This is an optimization exercise on Yosys and OpenROAD, whose aim is small area and a short achievable clock period, not a production implementation.
RTL that was checked went through simulation tests only; none was proved equivalent to the original.
No activity file was given, so power comes from the tool's default toggle rates.

// AHB_Mul
module AHB_Mul(
    input HCLK,
    input HRESETn,
    input [31:0]M_AHB_0_haddr,
    input [2:0]M_AHB_0_hburst,
    input M_AHB_0_hmastlock,
    input [3:0]M_AHB_0_hprot,
    output reg [31:0]M_AHB_0_hrdata,
    output M_AHB_0_hready,
    output M_AHB_0_hresp,
    input [2:0]M_AHB_0_hsize,
    input [1:0]M_AHB_0_htrans,
    input [31:0]M_AHB_0_hwdata,
    input M_AHB_0_hwrite,
    output[3:0] led
    );
==> module AHB_Mul, before the edit <==
module AHB_Mul(
    input HCLK,
    input HRESETn,
    input [31:0]M_AHB_0_haddr,
    input [2:0]M_AHB_0_hburst,
    input M_AHB_0_hmastlock,
    input [3:0]M_AHB_0_hprot,
    output reg [31:0]M_AHB_0_hrdata,
    output M_AHB_0_hready,
    output M_AHB_0_hresp,
    input [2:0]M_AHB_0_hsize,
    input [1:0]M_AHB_0_htrans,
    input [31:0]M_AHB_0_hwdata,
    input M_AHB_0_hwrite,
    output[3:0] led
    );
    assign M_AHB_0_hready = 1'b1;
    assign M_AHB_0_hresp = 1'b0;
    reg [31:0] mem_A, mem_B, mem_C, mem_D, mem_E, mem_F, mem_G, mem_H;
    reg [31:0] p_s, p_c;      
    reg        w_act;         
    reg [3:0]  addr_q;        
    assign led[3:0] = mem_A[3:0];
    always @(posedge HCLK) begin
        w_act  <= HRESETn & M_AHB_0_htrans[1] & M_AHB_0_hwrite;
        addr_q <= M_AHB_0_haddr[5:2];
    end
    wire [31:0] wd = M_AHB_0_hwdata;
    wire mul_we = w_act & ~addr_q[3];
    wire p_we   = w_act & (addr_q == 4'h8);
    wire [31:0] wdr = wd & {32{HRESETn}};
    wire [7:0] ld;
    genvar i;
    generate for (i = 0; i < 8; i = i + 1) begin : g_ld
        assign ld[i] = ~HRESETn | (w_act & (addr_q == i));
    end endgenerate
    always @(posedge HCLK) begin
        if (ld[0]) mem_A <= wdr;
        if (ld[1]) mem_B <= wdr;
        if (ld[2]) mem_C <= wdr;
        if (ld[3]) mem_D <= wdr;
        if (ld[4]) mem_E <= wdr;
        if (ld[5]) mem_F <= wdr;
        if (ld[6]) mem_G <= wdr;
        if (ld[7]) mem_H <= wdr;
    end
    reg p_one;
    wire p_en = w_act & (~addr_q[3] | p_we);
    always @(posedge HCLK)
        p_one <= ~HRESETn | (p_one & ~p_en);
    wire [31:0] p = (p_one | p_we) ? 32'h1 : p_s + p_c;
    wire [31:0] ms, mc;
    AHB_Mul_booth u_mul (.p(p), .d(wd), .ms(ms), .mc(mc));
    always @(posedge HCLK) begin
        if (p_en) begin
            p_s <= ms;
            p_c <= mc;
        end
    end
    always @(*) begin
        case (addr_q)
            4'h0 : M_AHB_0_hrdata = mem_A;
            4'h1 : M_AHB_0_hrdata = mem_B;
            4'h2 : M_AHB_0_hrdata = mem_C;
            4'h3 : M_AHB_0_hrdata = mem_D;
            4'h4 : M_AHB_0_hrdata = mem_E;
            4'h5 : M_AHB_0_hrdata = mem_F;
            4'h6 : M_AHB_0_hrdata = mem_G;
            4'h7 : M_AHB_0_hrdata = mem_H;
            4'h8 : M_AHB_0_hrdata = p;
            default : M_AHB_0_hrdata = 32'h0;
        endcase
    end
endmodule
make LEC_CHECK=0 ABC_AREA=1 CAP_MARGIN=20 CORE_MARGIN=2 CORE_UTILIZATION=40 PLACE_DENSITY=0.6 SETUP_SLACK_MARGIN=3 SLEW_MARGIN=20 finish   # period 10.0 ns
run.sh (not shown) runs the stock make flow with config.mk's settings and CLKGATE_MAP_FILE= SYNTH_SCRIPT=/design/flow/synth_recipe.tcl, a recipe that flattens the netlist after the stock synthesis.
The starting point went through all stages and came out clean.
Edit:
--- a/flow/design.v
+++ b/flow/design.v
@@ -49,11 +49,11 @@
     wire p_en = w_act & (~addr_q[3] | p_we);
     always @(posedge HCLK)
         p_one <= ~HRESETn | (p_one & ~p_en);
     wire [31:0] p = (p_one | p_we) ? 32'h1 : p_s + p_c;
     wire [31:0] ms, mc;
-    AHB_Mul_booth u_mul (.p(p), .d(wd), .ms(ms), .mc(mc));
+    AHB_Mul_booth u_mul (.p(wd), .d(p), .ms(ms), .mc(mc));
     always @(posedge HCLK) begin
         if (p_en) begin
             p_s <= ms;
             p_c <= mc;
         end
The new run went through all stages and came out clean.
Total power increases by 21%.
Via count stays flat.
Die area drops by 0.36%.
Cell count stays flat.
Wire length rose by 1.5%.
Combinational power went up by 57%.
Global-route usage rises by 1.1 points.
Sequential share of layout area increases by 0.17 points.
Cell area shrinks by 0.48%.
Critical path depth rose by 2.
Clock-buffer cell count increases by 3.
Clock power is about the same.
Register-to-register slack is about the same.
Function was not checked in any run of this note: the RTL went through the layout flow alone.

## run a
Another version of the RTL of AHB_Mul (not shown whole).
Size in the first run: roughly 2500 cells after synthesis.
==> module AHB_Mul, before the edit <==
module AHB_Mul(
    input HCLK,
    input HRESETn,
    input [31:0]M_AHB_0_haddr,
    input [2:0]M_AHB_0_hburst,
    input M_AHB_0_hmastlock,
    input [3:0]M_AHB_0_hprot,
    output reg [31:0]M_AHB_0_hrdata,
    output M_AHB_0_hready,
    output M_AHB_0_hresp,
    input [2:0]M_AHB_0_hsize,
    input [1:0]M_AHB_0_htrans,
    input [31:0]M_AHB_0_hwdata,
    input M_AHB_0_hwrite,
    output[3:0] led
    );
    assign M_AHB_0_hready = 1'b1;
    assign M_AHB_0_hresp = 1'b0;
    reg [31:0] mem_A, mem_B, mem_C, mem_D, mem_E, mem_F, mem_G, mem_H;
    reg [31:0] p_s, p_c;      
    reg [2:0] p_t;        
    reg [6:0] p_3;        
    reg        w_act;         
    reg [3:0]  addr_q;        
    assign led[3:0] = mem_A[3:0];
    always @(posedge HCLK) begin
        w_act  <= HRESETn & M_AHB_0_htrans[1] & M_AHB_0_hwrite;
        addr_q <= M_AHB_0_haddr[5:2];
    end
    wire [31:0] wd = M_AHB_0_hwdata;
    wire mul_we = w_act & ~addr_q[3];
    wire p_we   = w_act & (addr_q == 4'h8);
    wire [31:0] wdr = wd & {32{HRESETn}};
    wire [7:0] ld;
    genvar i;
    generate for (i = 0; i < 8; i = i + 1) begin : g_ld
        assign ld[i] = ~HRESETn | (w_act & (addr_q == i));
    end endgenerate
    always @(posedge HCLK) begin
        if (ld[0]) mem_A <= wdr;
        if (ld[1]) mem_B <= wdr;
        if (ld[2]) mem_C <= wdr;
        if (ld[3]) mem_D <= wdr;
        if (ld[4]) mem_E <= wdr;
        if (ld[5]) mem_F <= wdr;
        if (ld[6]) mem_G <= wdr;
        if (ld[7]) mem_H <= wdr;
    end
    reg p_one;
    wire p_en = w_act & (~addr_q[3] | p_we);
    always @(posedge HCLK)
        p_one <= ~HRESETn | (p_one & ~p_en);
    wire [31:0] p = (p_one | p_we) ? 32'h1 : p_s + p_c + {^p_t, p_3, 24'h0};
    wire [31:0] dm = p_en ? wd : 32'h1;
    wire [31:0] ms, mc;
    wire [2:0] mt;
    wire [6:0] m3;
    AHB_Mul_booth u_mul (.p(dm), .d(p), .ms(ms), .mc(mc), .mt(mt), .m3(m3));
    always @(posedge HCLK) begin
        p_s <= ms;
        p_c <= mc;
        p_t <= mt;
        p_3 <= m3;
    end
    reg [31:0] rd_ah;
    always @(*) begin
        case (addr_q[2:0])
            3'h0 : rd_ah = mem_A;
            3'h1 : rd_ah = mem_B;
            3'h2 : rd_ah = mem_C;
            3'h3 : rd_ah = mem_D;
            3'h4 : rd_ah = mem_E;
            3'h5 : rd_ah = mem_F;
            3'h6 : rd_ah = mem_G;
            default : rd_ah = mem_H;
        endcase
    end
    always @(*)
        M_AHB_0_hrdata = addr_q[3] ? (addr_q[2:0] == 3'h0 ? p : 32'h0) : rd_ah;
endmodule
Settings: LEC_CHECK=0, ABC_AREA=1, CAP_MARGIN=20, CORE_MARGIN=2, CORE_UTILIZATION=40, CTS_CLUSTER_DIAMETER=100, CTS_CLUSTER_SIZE=30, PLACE_DENSITY=0.6, SETUP_SLACK_MARGIN=4.5, SLEW_MARGIN=20; clock period 10.0 ns.
standard.sh (not shown) runs the stock make flow with config.mk's settings and CLKGATE_MAP_FILE= SYNTH_SCRIPT=/design/flow/synth_recipe.tcl, a recipe that flattens the netlist after the stock synthesis.
==> flow/flow/run.sh <==
#!/bin/bash
# Own layout flow: the standard synthesis and layout, with two changes:
#  - after synthesis, fixfa.py removes the inverters that Yosys's full-adder
#    extraction leaves between adder cells (each adder may be swapped for its
#    complemented form, fa(~a,~b,~c) = ~fa(a,b,c));
#  - the port buffers are buf_2 cells instead of the slow delay buffers that
#    buffer_ports picks by default.
# Each tool's full output goes to a log file of its own in this folder.
set -euo pipefail
R=orfs/results/sky130hd/AHB_Mul/base
bash standard.sh synth > synth.log 2>&1
cp $R/1_2_yosys.v yosys_orig.v
python3 flow/fixfa.py yosys_orig.v $R/1_2_yosys.v > fixfa.log 2>&1
rm -f $R/1_synth.odb $R/1_synth.sdc
bash standard.sh BUFFER_PORTS_ARGS="-buffer_cell sky130_fd_sc_hd__buf_2" finish > finish.log 2>&1
Other scripts of this flow, unchanged in this note and not shown: flow/flow/fixfa.py
In summary, run a completed successfully, with a layout that passed the timing, design-rule and antenna checks.
Modified inputs, run b compared to run a
--- a/flow/design.v
+++ b/flow/design.v
@@ -30,5 +30,4 @@
     end
     wire [31:0] wd = M_AHB_0_hwdata;
-    wire mul_we = w_act & ~addr_q[3];
     wire p_we   = w_act & (addr_q == 4'h8);
     wire [31:0] wdr = wd & {32{HRESETn}};
@@ -52,5 +51,10 @@
     always @(posedge HCLK)
         p_one <= ~HRESETn | (p_one & ~p_en);
-    wire [31:0] p = (p_one | p_we) ? 32'h1 : p_s + p_c + {^p_t, p_3, 24'h0};
+    wire [31:24] t3 = {^p_t, p_3};
+    wire [31:24] x3 = p_s[31:24] ^ p_c[31:24] ^ t3;
+    wire [31:24] y3 = (p_s[31:24] & p_c[31:24]) | (p_s[31:24] & t3) | (p_c[31:24] & t3);
+    wire [31:0] pa = {x3, p_s[24-1:0]};
+    wire [31:0] pb = {y3[30:24], 1'b0, p_c[24-1:0]};
+    wire [31:0] p = (p_one | p_we) ? 32'h1 : pa + pb;
     wire [31:0] dm = p_en ? wd : 32'h1;
     wire [31:0] ms, mc;
Run b finished every step from synthesis to the final layout, and the layout passed the timing, design-rule and antenna checks. Compared with run a, run b is the less power-hungry design. On post-detailed-placement half-perimeter wirelength, run b and run a are basically level. Compare run b and run a | cell count lower: run b. Number of buffers inserted to repair setup after CTS: run b vs run a down 4. Run b vs run a: internal power contribution down slightly. Compared with run a, the detailed router inserted fewer vias in run b. The reported leakage power of run b is lower than that of run a.

what the ideal ports hide:
In the flow no input, the clock included, has a driving cell. The finished layouts below were timed again as built, in two steps.
Step 1 assumes that a clkbuf_16 drives the clock port and a buf_2 every other input.
Step 2 also shifts input and output timing later by t, the mid clock arrival at the registers, as if the neighbouring blocks saw the same clock.
a / b / c = no drivers / after step 1 / after step 2; a / b = the first two.
run | shift t [ns] | setup slack, ns | hold slack, ns | worst setup path after step 2
the first run of note 1 | 0.629 | 3.198 / 3.233 / 2.604 | 0.548 / 0.548 / 0.548 | input to register
the second run of note 1 | 0.631 | 3.260 / 3.293 / 2.662 | 0.561 / 0.561 / 0.561 | input to register
run a | 0.637 | 4.513 / 4.452 / 3.957 | 0.511 / 0.511 / 0.511 | input to register
run b | 0.627 | 4.418 / 4.355 / 3.835 | 0.550 / 0.550 / 0.550 | input to register
After both steps every run listed still meets setup and hold. The setup slack of the second run of note 1, which loses most, moves by +0.033 ns with the drivers and by -0.598 ns with both steps.
